Source: an optimization exercise on an open RTL-to-GDS flow (aim: small area, a short achievable clock period and few clock cycles). Production flows keep margins and buffers that such runs may drop.
The RTL was checked by simulation tests, not by an equivalence proof against the original design.
Power is estimated from default activity; no workload was simulated.

==> flow/config.mk <==
export PLATFORM = sky130hd
export DESIGN_NAME = zhxpu_core
export DESIGN_NICKNAME = zhxpu_core
export VERILOG_FILES = /design/flow/design.v
export SDC_FILE = /design/flow/constraint.sdc
export NUM_CORES = 4
export LEC_CHECK = 0
export CAP_MARGIN = 20
export CORE_MARGIN = 2
export CORE_UTILIZATION = 40
export SLEW_MARGIN = 20
==> flow/constraint.sdc <==
create_clock -name core_clock -period 9.0 [get_ports {clk}]
set_input_delay 1.8000 -clock core_clock [delete_from_list [all_inputs] [get_ports {clk}]]
set_output_delay 1.8000 -clock core_clock [all_outputs]
set_load 0.01 [all_outputs]
==> flow/design.v <==
`timescale 1ns / 1ps
module alu(
		input [15:0] opn,
		input [15:0] op1,
		input [15:0] op2,
		output reg [15:0] res,
		output reg flag
    );
	always @(*) begin
		res = 16'b0;
		flag = 1'b0;
		case (opn[15:11])
			5'b01001: begin  
				{flag,res} = op1+op2;
			end
			5'b01000: begin  
				{flag,res} = op1+op2;
			end
			5'b01100: begin
				if (opn[10:8] == 3'b011) begin  
					{flag,res} = op1+op2;
				end
				else if (opn[10:8] == 3'b000) begin  
				end
				else if ((opn[10:8] == 3'b100) && (opn[4:0] == 5'b00000)) begin  
					{flag,res} = {1'b0,op1};
				end
			end
			5'b11100: begin 
				if (opn[1:0] == 2'b01) begin 
					{flag,res} = op1+op2;
				end
				else begin  
					{flag,res} = op1-op2;
				end
			end
			5'b11101: begin
				if (opn[4:0] == 5'b01100) begin  
					{flag,res} = {1'b0,op1&op2};
				end
				else if (opn[7:0] == 8'b00000000) begin  
				end	
				else if (opn[4:0] == 5'b01010) begin  
					if (op1 == op2) {flag,res} = {1'b0,16'b0};
					else {flag,res} = {1'b0,16'b1};
				end
				else if (opn[7:0] == 8'b01000000) begin  
					{flag,res} = {1'b0,op1};
				end
				else if (opn[4:0] == 5'b01101) begin  
					{flag,res} = {1'b0,op1|op2};
				end
				else if (opn[7:0] == 8'b11000000) begin  
				end
				else if (opn[10:0] == 11'b00000100000) begin  
				end
				else if (opn[4:0] == 5'b00111) begin  
					{flag,res} = {1'b0,$signed(op2)>>>op1};
				end
			end
			5'b00010: begin  
			end
			5'b00100: begin  
			end
			5'b00101: begin  
			end
			5'b01101: begin  
				{flag,res} = {1'b0,op1};
			end
			5'b10011: begin  
				{flag,res} = op1+op2;
			end
			5'b10010: begin  
				{flag,res} = op1+op2;
			end
			5'b11110: begin
				if (opn[7:0] == 8'b00000000) begin  
					{flag,res} = {1'b0,op1};
				end
				else if (opn[4:0] == 8'b00000001) begin  
					{flag,res} = {1'b0,op1};
				end
			end
			5'b00001: begin
				if (opn[10:0] == 11'b00000000000) begin  
					{flag,res} = {1'b0,16'b0};
				end
			end
			5'b00110: begin
				if (opn[1:0] == 2'b00) begin  
					if (op2 == 0) {flag,res} = op1 << 8;
					else {flag,res} = op1 << op2;
				end
				else if (opn[1:0] == 2'b11) begin  
					if (op2 == 0) {flag,res} = {1'b0,$signed(op1) >>> 8};
					else {flag,res} = {1'b0,$signed(op1) >>> op2};
				end
				else if (opn[1:0] == 2'b10) begin  
					if (op2 == 0) {flag,res} = {1'b0,op1 >> 8};
					else {flag,res} = {1'b0,op1 >> op2};
				end
			end
			5'b11011: begin  
				{flag,res} = op1+op2;
			end
			5'b11010: begin  
				{flag,res} = op1+op2;
			end
			5'b01111: begin
				if (opn[4:0] == 5'b00000) begin  
					{flag,res} = {1'b0,op1};
				end
			end
		endcase
	end
endmodule
`timescale 1ns / 1ps
module alu_out_ctrl(
	input [15:0] res,
	input flag,
	input memwr_ctrl,
	input memrd_ctrl,
	input [15:0] mem_res,
	output reg [15:0] res_out,
	output reg flag_out
);
	always @(*) begin
		if (memwr_ctrl) begin
			res_out = res;
		end else if (memrd_ctrl) begin
			res_out = mem_res;
		end else begin
			res_out = res;
		end
		flag_out = flag;
	end
endmodule
`timescale 1ns / 1ps
module decoder(
	input [15:0] opn,
	output reg[3:0] read_addr1,
	output reg [3:0] read_addr2,
	output reg mem_read,
	output reg mem_write,
	output reg reg_write,
	output reg [3:0] reg_addr,
	output reg decoder_error
    );
	always @(*) begin
		read_addr1 = 4'b0;
		read_addr2 = 4'b0;
		reg_addr = 4'b0;
		decoder_error = 1'b0;
		case (opn[15:11])
			5'b01001: begin  
				decoder_error = 1'b0;
				read_addr1 = {1'b0,opn[10:8]};
				mem_read = 1'b0;
				mem_write = 1'b0;
				reg_write = 1'b1;
				reg_addr = {1'b0,opn[10:8]};
			end
			5'b01000: begin  
				decoder_error = 1'b0;
				read_addr1 = {1'b0,opn[10:8]};
				mem_read = 1'b0;
				mem_write = 1'b0;
				reg_write = 1'b1;
				reg_addr = {1'b0,opn[7:5]};
			end
			5'b01100: begin
				decoder_error = 1'b0;
				if (opn[10:8] == 3'b011) begin  
					read_addr1 = 4'b1111;
					mem_read = 1'b0;
					mem_write = 1'b0;
					reg_write = 1'b1;
					reg_addr = 4'b1111;
				end
				else if (opn[10:8] == 3'b000 || opn[10:8] == 3'b001) begin  
					read_addr1 = 4'b1110;
					mem_read = 1'b0;
					mem_write = 1'b0;
					reg_write = 1'b0;
				end
				else if ((opn[10:8] == 3'b100) && (opn[4:0] == 5'b00000)) begin  
					read_addr1 = {1'b0,opn[7:5]};
					mem_read = 1'b0;
					mem_write = 1'b0;
					reg_write = 1'b1;
					reg_addr = 4'b1111;
				end else begin
					mem_read = 1'b0;
					mem_write = 1'b0;
					reg_write = 1'b0;
				end
			end
			5'b11100: begin 
				decoder_error = 1'b0;
				if (opn[1:0] == 2'b01) begin 
					read_addr1 = {1'b0,opn[10:8]};
					read_addr2 = {1'b0,opn[7:5]};
					mem_read = 1'b0;
					mem_write = 1'b0;
					reg_write = 1'b1;
					reg_addr = {1'b0,opn[4:2]};
				end
				else begin  
					read_addr1 = {1'b0,opn[10:8]};
					read_addr2 = {1'b0,opn[7:5]};
					mem_read = 1'b0;
					mem_write = 1'b0;
					reg_write = 1'b1;
					reg_addr = {1'b0,opn[4:2]};
				end
			end
			5'b11101: begin
				decoder_error = 1'b0;
				if (opn[4:0] == 5'b01100) begin  
					read_addr1 = {1'b0,opn[10:8]};
					read_addr2 = {1'b0,opn[7:5]};
					mem_read = 1'b0;
					mem_write = 1'b0;
					reg_write = 1'b1;
					reg_addr = {1'b0,opn[10:8]};
				end
				else if (opn[7:0] == 8'b00000000) begin  
					read_addr1 = {1'b0,opn[10:8]};
					mem_read = 1'b0;
					mem_write = 1'b0;
					reg_write = 1'b0;
				end	
				else if (opn[4:0] == 5'b01010) begin  
					read_addr1 = {1'b0,opn[10:8]};
					read_addr2 = {1'b0,opn[7:5]};
					mem_read = 1'b0;
					mem_write = 1'b0;
					reg_write = 1'b1;
					reg_addr = 4'b1110;
				end
				else if (opn[7:0] == 8'b01000000) begin  
					mem_read = 1'b0;
					mem_write = 1'b0;
					reg_write = 1'b1;
					reg_addr = {1'b0,opn[10:8]};
				end
				else if (opn[4:0] == 5'b01101) begin  
					read_addr1 = {1'b0,opn[10:8]};
					read_addr2 = {1'b0,opn[7:5]};
					mem_read = 1'b0;
					mem_write = 1'b0;
					reg_write = 1'b1;
					reg_addr = {1'b0,opn[10:8]};
				end
				else if (opn[7:0] == 8'b11000000) begin  
					read_addr1 = {1'b0,opn[10:8]};
					mem_read = 1'b0;
					mem_write = 1'b0;
					reg_write = 1'b0;
				end
				else if (opn[10:0] == 11'b00000100000) begin  
					read_addr1 = 4'b1101;
					mem_read = 1'b0;
					mem_write = 1'b0;
					reg_write = 1'b0;
				end
				else if (opn[4:0] == 5'b00111) begin  
					read_addr1 = {1'b0,opn[10:8]};
					read_addr2 = {1'b0,opn[7:5]};
					mem_read = 1'b0;
					mem_write = 1'b0;
					reg_write = 1'b1;
					reg_addr = {1'b0,opn[7:5]};
				end else begin
					mem_read = 1'b0;
					mem_write = 1'b0;
					reg_write = 1'b0;
				end
			end
			5'b00010: begin  
				decoder_error = 1'b0;
				mem_read = 1'b0;
				mem_write = 1'b0;
				reg_write = 1'b0;
			end
			5'b00100: begin  
				decoder_error = 1'b0;
				read_addr1 = {1'b0,opn[10:8]};
				mem_read = 1'b0;
				mem_write = 1'b0;
				reg_write = 1'b0;
			end
			5'b00101: begin  
				decoder_error = 1'b0;
				read_addr1 = {1'b0,opn[10:8]};
				mem_read = 1'b0;
				mem_write = 1'b0;
				reg_write = 1'b0;
			end
			5'b01101: begin  
				decoder_error = 1'b0;
				mem_read = 1'b0;
				mem_write = 1'b0;
				reg_addr = {1'b0,opn[10:8]};
				reg_write = 1'b1;
			end
			5'b10011: begin  
				decoder_error = 1'b0;
				read_addr1 = {1'b0,opn[10:8]};
				mem_read = 1'b1;
				mem_write = 1'b0;
				reg_addr = {1'b0,opn[7:5]};
				reg_write = 1'b1;
			end
			5'b10010: begin  
				decoder_error = 1'b0;
				read_addr1 = 4'b1111;
				mem_read = 1'b1;
				mem_write = 1'b0;
				reg_write = 1'b1;
				reg_addr = {1'b0,opn[10:8]};
			end
			5'b11110: begin
				decoder_error = 1'b0;
				if (opn[7:0] == 8'b00000000) begin  
					read_addr1 = 4'b1100;
					mem_read = 1'b0;
					mem_write = 1'b0;
					reg_write = 1'b1;
					reg_addr = {1'b0,opn[10:8]};
				end
				else if (opn[4:0] == 8'b00000001) begin  
					read_addr1 = {1'b0,opn[10:8]};
					mem_read = 1'b0;
					mem_write = 1'b0;
					reg_write = 1'b1;
					reg_addr = 4'b1100;
				end else begin
					mem_read = 1'b0;
					mem_write = 1'b0;
					reg_write = 1'b0;
				end
			end
			5'b00001: begin
				decoder_error = 1'b0;
				if (opn[10:0] == 11'b00000000000) begin  
					mem_read = 1'b0;
					mem_write = 1'b0;
					reg_write = 1'b0;
				end else begin
					mem_read = 1'b0;
					mem_write = 1'b0;
					reg_write = 1'b0;
				end
			end
			5'b00110: begin
				decoder_error = 1'b0;
				if (opn[1:0] == 2'b00) begin  
					read_addr2 = {1'b0,opn[7:5]};
					mem_read = 1'b0;
					mem_write = 1'b0;
					reg_write = 1'b1;
					reg_addr = {1'b0,opn[10:8]};
				end
				else if (opn[1:0] == 2'b11) begin  
					read_addr2 = {1'b0,opn[7:5]};
					mem_read = 1'b0;
					mem_write = 1'b0;
					reg_write = 1'b1;
					reg_addr = {1'b0,opn[10:8]};
				end
				else if (opn[1:0] == 2'b10) begin  
					read_addr2 = {1'b0,opn[7:5]};
					mem_read = 1'b0;
					mem_write = 1'b0;
					reg_write = 1'b1;
					reg_addr = {1'b0,opn[10:8]};
				end else begin
					mem_read = 1'b0;
					mem_write = 1'b0;
					reg_write = 1'b0;
				end
			end
			5'b11011: begin  
				read_addr1 = {1'b0,opn[10:8]};
				read_addr2 = {1'b0,opn[7:5]};
				mem_read = 1'b0;
				mem_write = 1'b1;
				reg_write = 1'b0;
				decoder_error = 1'b0;
			end
			5'b11010: begin  
				read_addr1 = 4'b1111;
				read_addr2 = {1'b0,opn[10:8]};
				mem_read = 1'b0;
				mem_write = 1'b1;
				reg_write = 1'b0;
				decoder_error = 1'b0;
			end
			5'b01111: begin
				if (opn[4:0] == 5'b00000) begin  
					read_addr2 = {1'b0,opn[7:5]};
					mem_read = 1'b0;
					mem_write = 1'b0;
					reg_write = 1'b1;
					reg_addr = {1'b0,opn[10:8]};
					decoder_error = 1'b0;
				end else begin
					decoder_error = 1'b1;
					mem_read = 1'b0;
					mem_write = 1'b0;
					reg_write = 1'b0;
				end
			end
			default: begin
				mem_read = 1'b0;
				mem_write = 1'b0;
				reg_write = 1'b0;
				decoder_error = 1'b1;
			end
		endcase
	end
endmodule
module exe_wb(
	input [15:0] alu_res,
	input rst,
	input reg_wr,
	input [3:0]reg_addr,
	input clk,
	input hold,
	output wire write_reg_ctrl,
	output wire [3:0] write_reg_addr,
	output reg [15:0] write_reg_data
);
	reg write_reg_ctrl_c;
	reg [3:0] write_reg_addr_c;
	assign write_reg_ctrl = write_reg_ctrl_c;
	assign write_reg_addr = write_reg_addr_c;
	always @(posedge clk) begin
		if (!rst) begin
			write_reg_ctrl_c <= 1'b0;
		end else if (hold) begin
			write_reg_ctrl_c <= write_reg_ctrl_c;
		end else begin
			write_reg_ctrl_c <= reg_wr;
		end
	end
	always @(posedge clk) begin
		if (hold) begin
			write_reg_addr_c <= write_reg_addr_c;
			write_reg_data <= write_reg_data;
		end else begin
			write_reg_addr_c <= reg_addr;
			write_reg_data <= alu_res;
		end
	end
endmodule
`timescale 1ns / 1ps
module id_exe(
	input clk,
	input rst,
	input mem_write,
	input mem_read,
	input reg_write,
	input [3:0] reg_addr,
	output reg mem_write_out,
	output reg mem_read_out,
	output reg reg_write_out,
	output reg [3:0] reg_addr_out,
	input [15:0] read_value1,
	input [15:0] read_value2,
	input hold,
	input [15:0] pc,
	input [15:0] opn,
	output reg [15:0] pc_out,
	output reg [15:0] opn_out,
	output reg [15:0] op1,
	output reg [15:0] op2,
	output reg [15:0] read_value1_output,
	output reg [15:0] read_value2_output
    );
	always @(posedge clk) begin
		if (!rst) begin
			opn_out <= 16'b0;
			mem_write_out <= 1'b0;
			mem_read_out <= 1'b0;
			reg_write_out <= 1'b0;
		end else if (hold) begin
			opn_out <= opn_out;
			mem_write_out <= mem_write_out;
			mem_read_out <= mem_read_out;
			reg_write_out <= reg_write_out;
		end else begin
			opn_out <= opn;
			mem_write_out <= mem_write;
			mem_read_out <= mem_read;
			reg_write_out <= reg_write;
		end
	end
	always @(posedge clk) begin
		if (hold) begin
			pc_out <= pc_out;
			reg_addr_out <= reg_addr_out;
			read_value1_output <= read_value1_output;
			read_value2_output <= read_value2_output;
			op1 <= op1;
			op2 <= op2;
		end else begin
			pc_out <= pc;
			reg_addr_out <= reg_addr;
			read_value1_output <= read_value1;
			read_value2_output <= read_value2;
			case (opn[15:11])
				5'b01001: begin  
					op1 <= read_value1;
					if (opn[7:7] == 1'b1) op2 <= {8'b11111111,opn[7:0]};
					else op2 <= {8'b0,opn[7:0]};
				end
				5'b01000: begin  
					op1 <= read_value1;
					if (opn[3:3] == 1'b1) op2 <= {12'b111111111111,opn[3:0]};
					else op2 <= {12'b000000000000,opn[3:0]};
				end
				5'b01100: begin
					if (opn[10:8] == 3'b011) begin  
						op1 <= read_value1;
						if (opn[7:7] == 1'b1) op2 <= {8'b11111111,opn[7:0]};
						else op2 <= {8'b0,opn[7:0]};
					end
					else if (opn[10:8] == 3'b000) begin  
					end
					else if (opn[10:8] == 3'b001) begin  
					end
					else if ((opn[10:8] == 3'b100) && (opn[4:0] == 5'b00000)) begin  
						op1 <= read_value1;
					end
				end
				5'b11100: begin 
					if (opn[1:0] == 2'b01) begin 
						op1 <= read_value1;
						op2 <= read_value2;
					end
					else begin  
						op1 <= read_value1;
						op2 <= read_value2;
					end
				end
				5'b11101: begin
					if (opn[4:0] == 5'b01100) begin  
						op1 <= read_value1;
						op2 <= read_value2;
					end
					else if (opn[7:0] == 8'b00000000) begin  
					end	
					else if (opn[4:0] == 5'b01010) begin  
						op1 <= read_value1;
						op2 <= read_value2;
					end
					else if (opn[7:0] == 8'b01000000) begin  
						op1 <= pc + 16'b1;
					end
					else if (opn[4:0] == 5'b01101) begin  
						op1 <= read_value1;
						op2 <= read_value2;
					end
					else if (opn[7:0] == 8'b11000000) begin  
					end
					else if (opn[10:0] == 11'b00000100000) begin  
					end
					else if (opn[4:0] == 5'b00111) begin  
						op1 <= read_value1;
						op2 <= read_value2;
					end
				end
				5'b00010: begin  
				end
				5'b00100: begin  
				end
				5'b00101: begin  
				end
				5'b01101: begin  
					op1 <= {8'b0,opn[7:0]};
					op2 <= 16'b0;
				end
				5'b10011: begin  
					op1 <= read_value1;
					if (opn[4:4] == 1'b1) op2 <= {11'b11111111111,opn[4:0]};
					else op2 <= {11'b0,opn[4:0]};
				end
				5'b10010: begin  
					op1 <= read_value1;
					if (opn[7:7] == 1'b1) op2 <= {8'b11111111,opn[7:0]};
					else op2 <= {8'b0,opn[7:0]};
				end
				5'b11110: begin
					if (opn[7:0] == 8'b00000000) begin  
						op1 <= read_value1;
					end
					else if (opn[4:0] == 8'b00000001) begin  
						op1 <= read_value1;
					end
				end
				5'b00001: begin
					if (opn[10:0] == 11'b00000000000) begin  
						op1 <= 16'b0;
						op2 <= 16'b0;
					end
				end
				5'b00110: begin
					if (opn[1:0] == 2'b00) begin  
						op1 <= read_value2;
						op2 <= {13'b0,opn[4:2]};
					end
					else if (opn[1:0] == 2'b11) begin  
						op1 <= read_value2;
						op2 <= {13'b0,opn[4:2]};
					end
					else if (opn[1:0] == 2'b10) begin  
						op1 <= read_value2;
						op2 <= {13'b0,opn[4:2]};
					end
				end
				5'b11011: begin  
					op1 <= read_value1;
					if (opn[4:4] == 1'b1) op2 <= {11'b11111111111,opn[4:0]};
					else op2 <= {11'b0,opn[4:0]};
				end
				5'b11010: begin  
					op1 <= read_value1;
					if (opn[7:7] == 1'b1) op2 <= {8'b11111111,opn[7:0]};
					else op2 <= {8'b0,opn[7:0]};
				end
				5'b01111: begin
					if (opn[4:0] == 5'b00000) begin  
						op1 <= read_value2;
						op2 <= 16'b0;
					end
				end
			endcase
		end
	end
endmodule
`timescale 1ns / 1ps
module if_id(
	input hold,
	input rst,
	input [15:0] pc_in,
	input clk,
	input [15:0] inst_in,
	output reg [15:0] pc_out,
	output reg [15:0] inst_out
);
	always @(posedge clk) begin
		if (!rst) begin
			inst_out <= 16'b0;
			pc_out <= pc_out;
		end else if (hold == 1'b1) begin
			inst_out <= inst_out;
			pc_out <= pc_out;
		end else begin
			inst_out <= inst_in;
			pc_out <= pc_in;
		end
	end
endmodule
`timescale 1ns / 1ps
module jmp_ctrl(
	input [15:0] op1,
	input [15:0] op2,
	input [15:0] pc_in,
	input [15:0] opn,
	output reg set_pc,
	output reg [15:0] set_pc_value,
	output reg write_RA,
	output reg [15:0] write_RA_value
);
	always @(*) begin
		set_pc = 1'b0;
		set_pc_value = 16'b0;
		write_RA = 1'b0;
		write_RA_value = 16'b0;
		case (opn[15:11])
			5'b00010: begin  
				set_pc = 1'b1;
				set_pc_value = pc_in + { ((opn[10:10] == 1'b1) ? 5'b11111 : 5'b00000), opn[10:0] } + 16'b1; 
				write_RA = 1'b0;
			end
			5'b00101: begin  
				if (op1 != 0) begin
					set_pc = 1'b1;
					set_pc_value = pc_in + { ((opn[7:7] == 1'b1) ? 8'hff : 8'h00), opn[7:0] } + 16'b1; 
				end else begin
					set_pc = 1'b0;
					set_pc_value = 16'b0;
				end
				write_RA = 1'b0;
			end
			5'b01100: begin
				if (opn[10:8] == 3'b000) begin  
					if (op1 == 0) begin
						set_pc = 1'b1;
						set_pc_value = pc_in + { ((opn[7:7] == 1'b1) ? 8'hff : 8'h00), opn[7:0] } + 16'b1; 
					end else begin
						set_pc = 1'b0;
						set_pc_value = 16'b0;
					end
				end else if (opn[10:8] == 3'b001) begin  
					if (op1 != 0) begin
						set_pc = 1'b1;
						set_pc_value = pc_in + { ((opn[7:7] == 1'b1) ? 8'hff : 8'h00), opn[7:0] } + 16'b1; 
					end else begin
						set_pc = 1'b0;
						set_pc_value = 16'b0;
					end
				end
				else begin
					set_pc = 1'b0;
					set_pc_value = 16'b0;
				end
				write_RA = 1'b0;
			end
			5'b11101: begin
				if (opn[7:0] == 8'b00000000) begin  
					set_pc = 1'b1;
					set_pc_value = op1;
					write_RA = 1'b0;
				end else if (opn[7:0] == 8'b11000000) begin  
					set_pc = 1'b1;
					set_pc_value = op1;
					write_RA = 1'b1;
					write_RA_value = pc_in + 1;
				end
				else if (opn[10:0] == 11'b00000100000) begin  
					set_pc = 1'b1;
					set_pc_value = op1;
					write_RA = 1'b0;
				end
				else begin
					set_pc = 1'b0;
					set_pc_value = 1'b0;
					write_RA = 1'b0;
				end
			end
			5'b00100: begin  
				if (op1 == 0) begin
					set_pc = 1'b1;
					set_pc_value = pc_in + { ((opn[7:7] == 1'b1) ? 8'hff : 8'h00), opn[7:0] } + 16'b1;
					write_RA = 1'b0;
				end
				else begin
					set_pc = 1'b0;
					set_pc_value = 16'b0;
					write_RA = 1'b0;
				end
			end
			default: begin
				set_pc = 1'b0;
				set_pc_value = 16'b1;
				write_RA = 1'b0;
			end
		endcase
	end
endmodule
`timescale 1ns / 1ps
module pc_reg(
		input clk,
		input rst,
		input hold,
		input set_pc,
		input [15:0] set_pc_addr,
		output reg [15:0] pc
    );
	always @(posedge clk) begin
		if (!rst) begin
			pc <= 16'b0;
		end else if (hold == 1'b0) begin
			if (set_pc) begin
				pc <= set_pc_addr;
			end else  begin
				pc <= pc + 1;
			end
		end else begin
			pc <= pc;
		end
	end
endmodule
`timescale 1ns / 1ps
module register(
	input clk,
	input hold,
	input writable,
	input [3:0] write_addr,
	input [15:0] write_value,
	input alu_writable,
	input [3:0] alu_write_addr,
	input [15:0] alu_write_value,
	input [3:0] read_addr1,
	output reg [15:0] read_value1,
	input [3:0] read_addr2,
	output reg [15:0] read_value2,
	input RA_writable,
	input [15:0] RA_value
    );
	reg [15:0] reg0;
	reg [15:0] reg1;
	reg [15:0] reg2;
	reg [15:0] reg3;
	reg [15:0] reg4;
	reg [15:0] reg5;
	reg [15:0] reg6;
	reg [15:0] reg7;
	reg [15:0] reg8;
	reg [15:0] reg9;
	reg [15:0] reg10;
	reg [15:0] reg11;
	reg [15:0] reg12;
	reg [15:0] reg13;
	reg [15:0] reg14;
	reg [15:0] reg15;
	always @(posedge clk) begin
		if ((writable == 1'b1) && (write_addr != 4'b1011)) begin
			case (write_addr)
				4'b0000: begin reg0 <= write_value; end
				4'b0001: begin reg1 <= write_value; end
				4'b0010: begin reg2 <= write_value; end
				4'b0011: begin reg3 <= write_value; end
				4'b0100: begin reg4 <= write_value; end
				4'b0101: begin reg5 <= write_value; end
				4'b0110: begin reg6 <= write_value; end
				4'b0111: begin reg7 <= write_value; end
				4'b1000: begin reg8 <= write_value; end
				4'b1001: begin reg9 <= write_value; end
				4'b1010: begin reg10 <= write_value; end
				4'b1011: begin reg11 <= write_value; end
				4'b1100: begin reg12 <= write_value; end
				4'b1110: begin reg14 <= write_value; end
				4'b1111: begin reg15 <= write_value; end
			endcase
		end
	end
	always @(posedge clk) begin
		if (RA_writable == 1'b1 && !hold) begin
			reg13 <= RA_value;
		end
	end
	always @(*) begin
		if (alu_writable && (alu_write_addr == read_addr1)) begin
			read_value1 = alu_write_value;
		end else if (writable && (write_addr == read_addr1)) begin
			read_value1 = write_value;
		end else begin
			case (read_addr1)
				4'b0000: begin read_value1 = reg0; end
				4'b0001: begin read_value1 = reg1; end
				4'b0010: begin read_value1 = reg2; end
				4'b0011: begin read_value1 = reg3; end
				4'b0100: begin read_value1 = reg4; end
				4'b0101: begin read_value1 = reg5; end
				4'b0110: begin read_value1 = reg6; end
				4'b0111: begin read_value1 = reg7; end
				4'b1000: begin read_value1 = reg8; end
				4'b1001: begin read_value1 = reg9; end
				4'b1010: begin read_value1 = reg10; end
				4'b1011: begin read_value1 = reg11; end
				4'b1100: begin read_value1 = reg12; end
				4'b1101: begin read_value1 = reg13; end
				4'b1110: begin read_value1 = reg14; end
				4'b1111: begin read_value1 = reg15; end
			endcase
		end
	end
	always @(*) begin
		if (alu_writable && (alu_write_addr == read_addr2)) begin
			read_value2 = alu_write_value;
		end else if (writable && (write_addr == read_addr2)) begin
			read_value2 = write_value;
		end else begin
			case (read_addr2)
				4'b0000: begin read_value2 = reg0; end
				4'b0001: begin read_value2 = reg1; end
				4'b0010: begin read_value2 = reg2; end
				4'b0011: begin read_value2 = reg3; end
				4'b0100: begin read_value2 = reg4; end
				4'b0101: begin read_value2 = reg5; end
				4'b0110: begin read_value2 = reg6; end
				4'b0111: begin read_value2 = reg7; end
				4'b1000: begin read_value2 = reg8; end
				4'b1001: begin read_value2 = reg9; end
				4'b1010: begin read_value2 = reg10; end
				4'b1011: begin read_value2 = reg11; end
				4'b1100: begin read_value2 = reg12; end
				4'b1101: begin read_value2 = reg13; end
				4'b1110: begin read_value2 = reg14; end
				4'b1111: begin read_value2 = reg15; end
			endcase
		end
	end
endmodule
`timescale 1ns / 1ps
module zhxpu_core(
	input clk,
	input rst,
	output wire [15:0] imem_addr,
	input [15:0] imem_rdata,
	input imem_ready,
	output wire [15:0] dmem_addr,
	output wire [15:0] dmem_wdata,
	output wire dmem_we,
	output wire dmem_re,
	input [15:0] dmem_rdata,
	input dmem_ready
);
	wire hold;
	wire mem_op;
	assign hold = (mem_op && !dmem_ready) || !imem_ready;
	wire reg_writable;
	wire [3:0] reg_write_addr;
	wire [15:0] reg_write_value;
	wire [3:0] reg_read_addr1;
	wire [15:0] reg_read_value1;
	wire [3:0] reg_read_addr2;
	wire [15:0] reg_read_value2;
	wire alu_writable;
	wire [3:0] alu_write_addr;
	wire [15:0] alu_write_value;
	wire write_RA;
	wire [15:0] write_RA_value;
	register __register(
		.clk(clk),
		.hold(hold),
		.writable(reg_writable),
		.write_addr(reg_write_addr),
		.write_value(reg_write_value),
		.alu_writable(alu_writable),
		.alu_write_addr(alu_write_addr),
		.alu_write_value(alu_write_value),
		.read_addr1(reg_read_addr1),
		.read_value1(reg_read_value1),
		.read_addr2(reg_read_addr2),
		.read_value2(reg_read_value2),
		.RA_value(write_RA_value),
		.RA_writable(write_RA)
	);
	wire set_pc;
	wire [15:0] set_pc_addr;
	wire [15:0] if_pc;
	pc_reg __pc_reg(
		.clk(clk),
		.rst(rst),
		.hold(hold),
		.set_pc(set_pc),
		.set_pc_addr(set_pc_addr),
		.pc(if_pc)
	);
	assign imem_addr = if_pc;
	wire [15:0] id_inst;
	wire [15:0] id_pc;
	wire id_mem_read;
	wire id_mem_write;
	wire id_reg_write;
	wire [3:0] id_reg_addr;
	wire decoder_error;
	decoder __decoder(
		.opn(id_inst),
		.decoder_error(decoder_error),
		.read_addr1(reg_read_addr1),
		.read_addr2(reg_read_addr2),
		.mem_read(id_mem_read),
		.mem_write(id_mem_write),
		.reg_write(id_reg_write),
		.reg_addr(id_reg_addr)
	);
	jmp_ctrl __jmp_ctrl(
		.op1(reg_read_value1),
		.op2(reg_read_value2),
		.pc_in(id_pc),
		.opn(id_inst),
		.set_pc(set_pc),
		.set_pc_value(set_pc_addr),
		.write_RA(write_RA),
		.write_RA_value(write_RA_value)
	);
	wire [15:0] exe_pc;
	wire [15:0] exe_inst;
	wire exe_reg_write;
	wire [3:0] exe_reg_addr;
	wire [15:0] alu_op1;
	wire [15:0] alu_op2;
	wire [15:0] alu_res;
	wire [15:0] exe_read_value1;
	wire [15:0] exe_read_value2;
	wire alu_flag;
	alu __alu(
		.opn(exe_inst),
		.op1(alu_op1),
		.op2(alu_op2),
		.res(alu_res),
		.flag(alu_flag)
	);
	wire exe_memwr_ctrl;
	wire exe_memrd_ctrl;
	wire [15:0] wb_res;
	wire wb_flag;
	alu_out_ctrl __alu_out_ctrl(
		.res(alu_res),
		.flag(alu_flag),
		.memwr_ctrl(exe_memwr_ctrl),
		.memrd_ctrl(exe_memrd_ctrl),
		.res_out(wb_res),
		.flag_out(wb_flag),
		.mem_res(dmem_rdata)
	);
	assign alu_writable = exe_reg_write;
	assign alu_write_addr = exe_reg_addr;
	assign alu_write_value = wb_res;
	assign dmem_addr = alu_res;
	assign dmem_wdata = exe_read_value2;
	assign dmem_we = exe_memwr_ctrl;
	assign dmem_re = exe_memrd_ctrl;
	assign mem_op = exe_memwr_ctrl || exe_memrd_ctrl;
	if_id __if_id(
		.hold(hold),
		.rst(rst),
		.pc_in(if_pc),
		.clk(clk),
		.inst_in(imem_rdata),
		.pc_out(id_pc),
		.inst_out(id_inst)
	);
	id_exe __id_exe(
		.clk(clk),
		.rst(rst),
		.mem_write(id_mem_write),
		.mem_read(id_mem_read),
		.reg_write(id_reg_write),
		.reg_addr(id_reg_addr),
		.mem_write_out(exe_memwr_ctrl),
		.mem_read_out(exe_memrd_ctrl),
		.reg_write_out(exe_reg_write),
		.reg_addr_out(exe_reg_addr),
		.read_value1(reg_read_value1),
		.read_value2(reg_read_value2),
		.read_value1_output(exe_read_value1),
		.read_value2_output(exe_read_value2),
		.hold(hold),
		.pc(id_pc),
		.opn(id_inst),
		.pc_out(exe_pc),
		.opn_out(exe_inst),
		.op1(alu_op1),
		.op2(alu_op2)
	);
	exe_wb __exe_wb(
		.alu_res(wb_res),
		.rst(rst),
		.reg_wr(exe_reg_write),
		.reg_addr(exe_reg_addr),
		.clk(clk),
		.hold(hold),
		.write_reg_ctrl(reg_writable),
		.write_reg_addr(reg_write_addr),
		.write_reg_data(reg_write_value)
	);
endmodule
==> flow/run.sh <==
#!/bin/bash
# synth_recipe.tcl (not shown) runs the flow's synth.tcl, then flattens the netlist and writes it again
# the make line also repeats each setting of config.mk as NAME=value (left out here)
make -C /OpenROAD-flow-scripts/flow DESIGN_CONFIG=/design/flow/config.mk WORK_HOME=/design/flow/orfs CLKGATE_MAP_FILE= SYNTH_SCRIPT=/design/flow/synth_recipe.tcl finish
==> summary.txt <==
CTS
  • Worst-Skew Late Latency: 550 ps
  • CTS hold repair buffers: 0
  • CTS tree: done
  • CTS resizes: 0
  • H-tree level count: 2
  • Clk slew on worst S/H paths: 60 ps
  • Deepest clock path buffer count: 3
  • # clock sinks: ~330
  • Root buffer cell: clkbuf_16
  • TritonCTS buffer count: 38
  • Postcts setup bufs: 0

Worst setup path
  • CP Data Arrival Time: slightly below 8000 ps
  • Crit Path Class: flop to flop
  • Crit path max fanout: 17
  • Worst setup EP type: flop
  • Startpoint Class: flop
  • Reg2reg path depth: 16
  • Worst EP required: 9440 ps

Yosys
  • Most common cell in the synthesized netlist: nand2_1
  • Largest cells by area after synthesis: edfxtp_1 (35%), nand2_1 (5.6%), dfxtp_1 (4.3%)
  • Seq/Total Area, Yosys: between 30% and 40%
  • Largest family of logic cells by synthesized area: compound AO/OA/AOI/OAI gates
  • Adder-cell share of the synthesized area: 4.20%
  • EDFF count, synth: 280
  • Syn avg cell area: ~9.0 sq um
  • Syn_nets: roughly 2.8k
  • Fraction of synthesized area in multiplexers: 6.73%
  • Syn Inst Count: between 2k and 3k
  • Share of the synthesized area in the top cell type: between 30% and 40%
  • Number of distinct library cells after synthesis: about 100
  • Cell area after synthesis: ~24000 sq um
  • Top post-synthesis cells by count: nand2_1 (362), edfxtp_1 (280), nor2_1 (196), a21oi_1 (181), o21ai_0 (158)
  • Syn. warnings: 9
  • Synth Area in XOR/XNOR: 1.85%
  • Post-synth top flop: edfxtp_1
  • Simple-Gate Fraction of Synth Area: a little under a fifth
  • Yosys reg bits: 332
  • Largest area contributor in the netlist: edfxtp_1
  • Ys async rst share: 0%
  • Synth Area in Compound Gates: between 20 and 25%

Power and ir drop
  • Cell area power density: around 150 nW/um^2
  • Leakage power: approximately 9.7 nW
  • Peak VDD IR: between 0.1 and 0.15 mV

GRT
  • Gr ovfl total: 0
  • Initial antenna violation count: 1
  • Vias in the first global route: ~22k
  • Gr usage total: approximately 33%
  • Largest net degree at the start of global routing: 57
  • First-pass GRT wire length: 155 mm

STA
  • Setup TNS Final: 0 ps
  • Setup repair after global routing missed its margin: false
  • Measured slew at the worst slew-check pin: 1190 ps
  • Setup Skew: between 20 and 30 ps
  • Slew Viols, Final: 0
  • Fmax: around 140 MHz
  • Post-route minimum period: between 7000 and 8000 ps
  • Final Cycle Share: between 80 and 90%
  • Normalized max-slew margin: 20.1%
  • Final Setup Violations: 0
  • Hold Vio Cnt, Final: 0

Worst hold path
  • Hold path cells: 2
  • Hold Path Class: flop to flop

Floorplanning
  • Initial Utilization: slightly above 40%
  • Number of top-level pins: 86
  • Die W: approximately 250 microns
  • Die Height: 249 microns
  • Rows: 89
  • Core area: around 60000 sq um
  • Die area: 62200 sq um

Routing
  • Via/cell ratio: a little under 7
  • DRC violations left: 0
  • Drt initial violations: 3844
  • Wire length per cell: between 30 and 40 microns
  • Via count: 23.9k
  • Detailed Routing Iterations Pass 1: 10
  • ANT nets after route: 0
  • Drt total wl: approximately 110 mm

Cells and area
  • Util after Layout: between 40% and 50%
  • NumNets Final: 2794
  • Antenna cells: 0
  • Area Growth Syn to Fin: 12.6%
  • Fraction of layout cells with a size suffix above 1: approximately 10%
  • Area of the multi-input gates: 13600 sq um
  • Layout fillers: between 5k and 6k
  • Storage element area: 9450 sq um

Placement
  • Final HPWL DP: between 70 and 80 mm
  • Final Wtd Congestion: 1.12
  • Port bufs: 85

Status
  • Status: complete, no violations

Flow run
  • Max-cap violations: 0
## placed cells by master (no fill, tap or decap), types with 33 or more instances in the layout
master | synthesis | layout
nand3_1 | 114 | 114
nand2_1 | 362 | 362
mux2i_1 | 54 | 54
inv_1 | 94 | 93
edfxtp_1 | 280 | 280
a21oi_1 | 181 | 181
nor2_1 | 196 | 194
clkdlybuf4s50_1 | 0 | 85
buf_4 | 2 | 79
clkbuf_16 | 0 | 41
o21ai_0 | 158 | 157
ha_1 | 76 | 76
a211oi_1 | 37 | 36
a31oi_1 | 43 | 43
mux2_2 | 33 | 33
dfxtp_1 | 52 | 52
nor3_1 | 60 | 56
## area by class of cell
type	count	area share, %
clock buffer	49	3.93
clock inverter	21	0.756
inverter	99	1.37
multi-input combinational	2044	50.2
sequential	332	34.8
tap	773	3.57
timing repair buffer	164	5.32
## kinds of logic after synthesis
family	after synthesis
AOI/OAI and AO/OA	836
and+or+nand+nor	959
muxes	119
buffers and inverters	286
adders and majority gates	79
DFF	332
xor gates and xnor gates	51
## power by group
part | internal, mW | switching (mW)
sequential | 1.71 | 0.0953
combinational | 0.247 | 0.454
clock | 0.932 | 0.658
total | 2.89 | 1.21
## final timing paths
path / slack, ps / endpoint / from
max: 1650 / __pc_reg.pc[14] / __id_exe.op1[6]
min: 470 / __id_exe.opn_out[10] / __id_exe.opn_out[10]
max reg2reg: 1650 / __pc_reg.pc[14] / __id_exe.op1[6]
min reg2reg: 470 / __id_exe.opn_out[10] / __id_exe.opn_out[10]
## layer usage
| metal | global-route usage [%] | wire [microns] | vias to the layer above |
|---|---|---|---|
| met1 | 44.1 | 42000 | 11602 |
| met5 | 0 | 13 | - |
| met4 | 17.1 | 6650 | 2 |
| met3 | 6.58 | 11500 | 347 |
| li1 | - | - | 10297 |
| met2 | 51.8 | 46900 | 1666 |
## worst max-delay path, stage by stage, from the launching register on
cell      delay [ps]
edfxtp_1         790
nor4_1           770
a31oi_1          410
a221oi_1         420
mux2i_1          160
o311ai_0         630
nand4_1          250
mux2i_1          800
inv_1            150
a221oi_1         690
nand4b_1         170
or4_4            490
nor3_2           280
mux2i_1          590
buf_4            270
a41oi_1           60
o221a_2          310
## metrics by stage
step / setup slack (ps) / hold slack [ps] / cell area [sq um] / std cells / power, mW
floorplan: 2970 / 440 / 24100 / 2662 / 2.22
global placement: 2070 / 462 / 25900 / 3412 / 2.50
detailed placement: 1870 / 467 / 25900 / 3412 / 2.51
CTS: 1870 / 477 / 27100 / 3482 / 4.08
global route: 1170 / 504 / 27100 / 3482 / 4.21
finish: 1650 / 471 / 27100 / 3482 / 4.10
Testbench counts, summed over its fixed seeds: cycles 41,025.

## port drivers added, routing unchanged
No port has a modelled driver above. Below, the same layout with a new extraction and two added sets of constraints. Step 1 sets driving cells, clkbuf_16 on the clock port and buf_2 on the other inputs (assumed; they add their load-dependent delay and slew). Step 2 adds t to the input delays and takes it off the output delays; t is the mean of the earliest and latest rising clock arrival at the registers after step 1. Input paths then give back, and output paths get back, about the clock's delay inside the block. a / b / c = ideal / step 1 / step 2; a / b = the first two.
t (ns): 0.597
slack for setup (ns): 1.655 / 1.655 / 1.655
worst setup path after step 2: register to register
worst data-port slew with drivers (ns): 0.05
After both steps setup and hold are still met in this run. The setup slack of this run moves by 0.000 ns with the drivers and by 0.000 ns with both steps.
